Context: an optimization exercise on an open-source flow, tuned for small area, a short achievable clock period and few clock cycles per item. The choices shown serve that exercise and are no tape-out recipe. At most, simulation tests tie the RTL to the original design; equivalence was not proved. The clock input has no modelled driver; a real chip could not lean on it and would need a root buffer or a full tree. Power and IR drop assume default switching activity.

==> run Z <==
Design bin2bcd, start of the top module:
module bin2bcd(
    input clk,
    input reset,
    input start,               
    input [11:0] bin_in,       
    output reg [15:0] bcd_out,  
    output reg done             
);
==> flow/config.mk <==
export PLATFORM = sky130hd
export DESIGN_NAME = bin2bcd
export DESIGN_NICKNAME = bin2bcd
export VERILOG_FILES = /design/flow/design.v
export SDC_FILE = /design/flow/constraint.sdc
export NUM_CORES = 4
export LEC_CHECK = 0
export CAP_MARGIN = 20
export CORE_AREA = 2.3 2.72 59.8 59.84
export DIE_AREA = 0 0 62 62
export SLEW_MARGIN = 20
==> flow/constraint.sdc <==
create_clock -name core_clock -period 5.0 [get_ports {clk}]
set_input_delay 1.0000 -clock core_clock [delete_from_list [all_inputs] [get_ports {clk}]]
set_output_delay 1.0000 -clock core_clock [all_outputs]
set_load 0.01 [all_outputs]
standard.sh (not shown) runs the stock make flow with config.mk's settings and CLKGATE_MAP_FILE= SYNTH_SCRIPT=/design/flow/synth_recipe.tcl, a recipe that flattens the netlist after the stock synthesis.
==> flow/flow/run.sh <==
#!/bin/bash
# Own flow: the standard layout (standard.sh), with these changes:
#  - synthesis maps the logic with its own ABC scripts: flow/abc_in.script for
#    the logic before the registers, flow/abc_out.script for the logic after
#    them (flow/my_synth.tcl); Yosys does not extract half/full adders
#    (ADDER_MAP_FILE empty); everything else in synthesis is the standard
#    script (synth_recipe.tcl);
#  - ports are buffered with sky130_fd_sc_hd__buf_1 instead of the default buffer.
# Each tool's output goes to a log file of its own in the work folder.
set -euo pipefail
W=$(pwd)
F=$W/flow
export MY_ABC_IN=$F/abc_in.script
export MY_ABC_OUT=$F/abc_out.script
export FLOW_SYNTH_TCL=$W/synth_recipe.tcl
make -C "$FLOW_HOME" DESIGN_CONFIG="$W/config.mk" WORK_HOME="$W/orfs" CLKGATE_MAP_FILE= \
  SYNTH_SCRIPT="$F/my_synth.tcl" ADDER_MAP_FILE= synth > "$W/synth.log" 2>&1
export BUFFER_PORTS_ARGS="-buffer_cell sky130_fd_sc_hd__buf_1"
bash standard.sh > "$W/layout.log" 2>&1
==> flow/flow/abc_in.script <==
strash
dch
map -D 2500
topo
stime -c
==> flow/flow/abc_out.script <==
strash
dch
map -D 1750
topo
stime -c
==> flow/flow/my_synth.tcl <==
# The standard synthesis script (synth_recipe.tcl), with only ABC's mapping
# scripts replaced. The logic in the input cone of the output ports (after the
# registers) is mapped with MY_ABC_OUT, the rest (before the registers) with
# MY_ABC_IN. Yosys's -import skips commands that already exist, so this abc
# wrapper is the one synth.tcl calls.
proc abc {args} {
  set i [lsearch -exact $args -script]
  set a_out $args
  set a_in $args
  if {$i >= 0} {
    lset a_out [expr {$i + 1}] $::env(MY_ABC_OUT)
    lset a_in [expr {$i + 1}] $::env(MY_ABC_IN)
  }
  yosys select -set my_out_cone o:* %cie*
  yosys abc {*}$a_out @my_out_cone
  yosys select -clear
  yosys abc {*}$a_in
}
source $::env(FLOW_SYNTH_TCL)
==> inputs of run K, as changes to run Z <==
==> flow/flow/run.sh (replaced) <==
#!/bin/bash
# Own flow: the standard layout, with two changes:
#  - synthesis maps the logic with an area-oriented ABC script (flow/abc_map.script);
#    Yosys does not extract half/full adders (ADDER_MAP_FILE empty);
#    everything else in synthesis is the standard script;
#  - ports are buffered with sky130_fd_sc_hd__buf_1 instead of the default buffer.
set -euo pipefail
W=$(pwd)
F=$W/flow
export MY_ABC_SCRIPT=$F/abc_map.script
export FLOW_SYNTH_TCL=$W/synth_recipe.tcl
make -C "$FLOW_HOME" DESIGN_CONFIG="$W/config.mk" WORK_HOME="$W/orfs" CLKGATE_MAP_FILE= \
  SYNTH_SCRIPT="$F/my_synth.tcl" ADDER_MAP_FILE= synth > "$W/synth.log" 2>&1
export BUFFER_PORTS_ARGS="-buffer_cell sky130_fd_sc_hd__buf_1"
cp standard.sh standard_used.sh
bash standard.sh > "$W/layout.log" 2>&1
==> flow/flow/abc_map.script (new file) <==
strash
dch
amap
topo
stime -c
==> flow/flow/my_synth.tcl (replaced) <==
# The standard synthesis script (synth_recipe.tcl), with only the script
# that ABC maps the logic with replaced by MY_ABC_SCRIPT. Yosys's -import skips
# commands that already exist, so this abc wrapper is the one synth.tcl calls.
proc abc {args} {
  set i [lsearch -exact $args -script]
  if {$i >= 0} { lset args [expr {$i + 1}] $::env(MY_ABC_SCRIPT) }
  yosys abc {*}$args
}
source $::env(FLOW_SYNTH_TCL)
Settings changed: CORE_AREA 2.3 2.72 59.8 59.84 to default, CORE_MARGIN from default to 2, CORE_UTILIZATION from default to 40, DIE_AREA 0 0 62 62 to default.
removed: flow/flow/abc_in.script
removed: flow/flow/abc_out.script
==> flow_summary_export.csv <==
group,metric,value,unit
status,outcome,"no timing/DRC/antenna violations",
power,comb_power,416,uW
final_layout,buf_share,0.0866,
global_routing,use_met3,0.0186,
power,seq_cell_power,157,uW
The numbers above come from run Z.

==> flow_summary_export.csv <==
group,metric,value,unit
status,outcome,"no timing/DRC/antenna violations",
global_routing,grt_pass1_wl,3.41,mm
power,seq_cell_power,155,uW
final_layout,dominant_cells,"multi-input combinational cells",
final_layout,buf_share,0.126,
power,comb_power,348,uW
The numbers above come from run K.

No functional check of the RTL was part of any run of this note.

========
==> build 31: inputs <==
bin2bcd, a different RTL version from the one above (not shown whole).
Settings: LEC_CHECK=0, CAP_MARGIN=20, CORE_AREA=2.3 2.72 59.8 59.84, DIE_AREA=0 0 62 62, SLEW_MARGIN=20; clock period 5.0 ns.
==> flow/flow/run.sh <==
#!/bin/bash
# Own flow: the standard layout (standard.sh), with these changes:
#  - synthesis maps the logic with its own ABC scripts: flow/abc_in.script for
#    the logic before the registers, flow/abc_out.script for the logic after
#    them (flow/my_synth.tcl); Yosys does not extract half/full adders
#    (ADDER_MAP_FILE empty); everything else in synthesis is the standard
#    script (synth_recipe.tcl);
#  - ports are buffered with sky130_fd_sc_hd__buf_1 instead of the default buffer;
#  - after CTS, the clock tree is flattened to one buffer that drives all the
#    flip-flops (flow/flat_cts.tcl): the design has only 15 of them.
# Each tool's output goes to a log file of its own in the work folder.
set -euo pipefail
W=$(pwd)
F=$W/flow
R=$W/orfs/results/$FLOW_PLATFORM/bin2bcd/base
export MY_ABC_IN=$F/abc_in.script
export MY_ABC_OUT=$F/abc_out.script
export FLOW_SYNTH_TCL=$W/synth_recipe.tcl
make -C "$FLOW_HOME" DESIGN_CONFIG="$W/config.mk" WORK_HOME="$W/orfs" CLKGATE_MAP_FILE= \
  SYNTH_SCRIPT="$F/my_synth.tcl" ADDER_MAP_FILE= synth > "$W/synth.log" 2>&1
export BUFFER_PORTS_ARGS="-buffer_cell sky130_fd_sc_hd__buf_1"
bash standard.sh cts > "$W/layout_to_cts.log" 2>&1
CTS_ODB=$R/4_cts.odb CLK_NET=clk ROOT_BUF=sky130_fd_sc_hd__clkbuf_8 openroad -no_init -exit "$F/flat_cts.tcl" > "$W/flat_cts.log" 2>&1
bash standard.sh > "$W/layout.log" 2>&1
==> flow/flow/abc_in.script <==
strash
dch
map -D 2250
topo
stime -c
==> flow/flow/abc_out.script <==
strash
dch
map -D 1650
topo
stime -c
==> flow/flow/flat_cts.tcl <==
# Flatten the clock tree that CTS built into a single buffer: every clock sink
# is driven by the root clock buffer (the one the clock port drives); the
# other clock buffers and CTS's dummy clock loads are removed. Then the
# placement is legalised again.
read_db $::env(CTS_ODB)
set block [ord::get_db_block]
set clk [$block findNet $::env(CLK_NET)]
set root ""
foreach it [$clk getITerms] {
  if {[$it isInputSignal] || [[$it getMTerm] getSigType] eq "CLOCK" || [$it getIoType] eq "INPUT"} { set root [$it getInst] }
}
if {$root eq ""} { error "no root clock buffer" }
set rootnet ""
foreach it [$root getITerms] {
  if {[$it getIoType] eq "OUTPUT"} { set rootnet [$it getNet] }
}
puts "root buffer [$root getName] ([[$root getMaster] getName]) drives [$rootnet getName]"
set removed 0
set again 1
while {$again} {
  set again 0
  foreach it [$rootnet getITerms] {
    set inst [$it getInst]
    if {$inst eq $root} { continue }
    set m [[$inst getMaster] getName]
    if {![string match "sky130_fd_sc_hd__clkbuf_*" $m] && ![string match "sky130_fd_sc_hd__clkinv*" $m] && ![string match "sky130_fd_sc_hd__buf_*" $m] && ![string match "sky130_fd_sc_hd__inv*" $m]} { continue }
    # a buffer in the tree: move its sinks to the root net
    set out ""
    foreach jt [$inst getITerms] { if {[$jt getIoType] eq "OUTPUT"} { set out [$jt getNet] } }
    if {$out ne "" && $out ne "NULL"} {
      foreach jt [$out getITerms] {
        if {[$jt getInst] eq $inst} { continue }
        $jt disconnect
        $jt connect $rootnet
      }
      odb::dbNet_destroy $out
    }
    puts "removed [$inst getName] ($m)"
    odb::dbInst_destroy $inst
    incr removed
    set again 1
    break
  }
}
if {[info exists ::env(ROOT_BUF)]} {
  set master [[ord::get_db] findMaster $::env(ROOT_BUF)]
  $root swapMaster $master
  puts "root buffer is now $::env(ROOT_BUF)"
}
set n 0
foreach it [$rootnet getITerms] { incr n }
puts "removed $removed clock tree cells; root net has $n pins"
detailed_placement
check_placement
write_db $::env(CTS_ODB)
==> flow/flow/my_synth.tcl <==
# The standard synthesis script (synth_recipe.tcl), with only ABC's mapping
# scripts replaced. The logic in the input cone of the output ports (after the
# registers) is mapped with MY_ABC_OUT, the rest (before the registers) with
# MY_ABC_IN. Yosys's -import skips commands that already exist, so this abc
# wrapper is the one synth.tcl calls.
proc abc {args} {
  set i [lsearch -exact $args -script]
  set a_out $args
  set a_in $args
  if {$i >= 0} {
    lset a_out [expr {$i + 1}] $::env(MY_ABC_OUT)
    lset a_in [expr {$i + 1}] $::env(MY_ABC_IN)
  }
  yosys select -set my_out_cone o:* %cie*
  yosys abc {*}$a_out @my_out_cone
  yosys select -clear
  yosys abc {*}$a_in
}
source $::env(FLOW_SYNTH_TCL)
==> inputs of build 53, as changes to build 31 <==
==> flow/flow/run.sh (replaced) <==
#!/bin/bash
# Own flow: the standard layout, with two changes:
#  - synthesis maps the logic with an area-oriented ABC script (flow/abc_map.script);
#    Yosys does not extract half/full adders (ADDER_MAP_FILE empty);
#    everything else in synthesis is the standard script;
#  - ports are buffered with sky130_fd_sc_hd__buf_1 instead of the default buffer.
set -euo pipefail
W=$(pwd)
F=$W/flow
export MY_ABC_SCRIPT=$F/abc_map.script
export FLOW_SYNTH_TCL=$W/synth_recipe.tcl
make -C "$FLOW_HOME" DESIGN_CONFIG="$W/config.mk" WORK_HOME="$W/orfs" CLKGATE_MAP_FILE= \
  SYNTH_SCRIPT="$F/my_synth.tcl" ADDER_MAP_FILE= synth > "$W/synth.log" 2>&1
export BUFFER_PORTS_ARGS="-buffer_cell sky130_fd_sc_hd__buf_1"
cp standard.sh standard_used.sh
bash standard.sh > "$W/layout.log" 2>&1
==> flow/flow/abc_map.script (new file) <==
strash
dch
map -D 1500
topo
stime -c
==> flow/flow/my_synth.tcl (replaced) <==
# The standard synthesis script (synth_recipe.tcl), with only the script
# that ABC maps the logic with replaced by MY_ABC_SCRIPT. Yosys's -import skips
# commands that already exist, so this abc wrapper is the one synth.tcl calls.
proc abc {args} {
  set i [lsearch -exact $args -script]
  if {$i >= 0} { lset args [expr {$i + 1}] $::env(MY_ABC_SCRIPT) }
  yosys abc {*}$args
}
source $::env(FLOW_SYNTH_TCL)
removed: flow/flow/abc_in.script
removed: flow/flow/abc_out.script
removed: flow/flow/flat_cts.tcl
==> flow_summary_export.csv <==
group,metric,value,unit
grt,grt_pass1_wl,3.346,mm
pwr,combPwrFrac,69.0,%
pwr,power.internal,0.3128,mW
setup_path,critPathLaunch,"s_q[4]",
setup_path,crit_family,"compound AO/OA/AOI/OAI gates",
grt,grt_util_met1,16.31,%
synthesis,synth_compound_gate_area_share,25.85,%
final_layout,mostFrequentLayoutCells,"41 x nand2_1, 33 x clkinv_1, 30 x buf_1, 17 x o21ai_0, 17 x nor2_1",
final_layout,nFillCells,366,
pwr,ir_drop,0.0001010,V
detailed_routing,wl_met1,911,um
grt,grt_pass1_vias,906,
status,outcome,"no timing/DRC/antenna violations",
placed_design,gp_congestion,0.7943,
final_layout,final_area,0.001277,sq mm
That was build 31.
==> flow_summary_export.csv <==
group,metric,value,unit
pwr,combPwrFrac,67.1,%
final_layout,mostFrequentLayoutCells,"46 x nand2_1, 38 x clkinv_1, 30 x buf_1, 19 x nor2_1, 18 x o21ai_0",
grt,grt_util_met1,13.08,%
setup_path,crit_family,"simple AND/OR/NAND/NOR gates",
status,outcome,"no timing/DRC/antenna violations",
grt,grt_pass1_vias,964,
final_layout,nFillCells,363,
pwr,power.internal,0.3223,mW
setup_path,critPathLaunch,"s_q[5]",
synthesis,synth_compound_gate_area_share,28.12,%
final_layout,final_area,0.001374,sq mm
placed_design,gp_congestion,0.7579,
pwr,ir_drop,0.0001056,V
detailed_routing,wl_met1,1.054,mm
That was build 53.
Testbench counts of build 31, summed over its fixed seeds: cycles 3,200, conversions 3,200.
Testbench counts of build 53, summed over its fixed seeds: cycles 3,200, conversions 3,200.

==> separate check: timing with driven ports <==
In the flow no input, the clock included, has a driving cell. The finished layouts below were timed again as built, in two steps.
Step 1: set_driving_cell puts a clkbuf_16 on clk and a buf_2 on each other input, an assumption about the parent block.
Step 2 moves the port delays by t, midway between the first and last clock arrival at a register: inputs arrive t later, outputs are due t later. That takes back most of the time a late clock gives input paths.
Three values: ideal ports, drivers, drivers and shift; two values: the first two.
run	t (ns)	setup WS [ns]	latest minus earliest clock arrival (ns)	worst register clock-pin slew, ns	worst data-port slew with drivers (ns)
run Z	0.292	1.064 / 1.063 / 0.770	0.007 / 0.007	0.09 / 0.09	0.03
run K	0.287	0.665 / 0.662 / 0.374	0.005 / 0.005	0.08 / 0.08	0.03
build 31	0.164	1.293 / 1.273 / 1.246	0.000 / 0.001	0.09 / 0.09	0.03
build 53	0.286	1.261 / 1.241 / 1.527	0.006 / 0.005	0.08 / 0.08	0.03
After both steps every run listed still meets setup and hold. For run Z, which loses most, drivers alone change the setup slack by -0.001 ns; drivers and shift together by -0.294 ns.
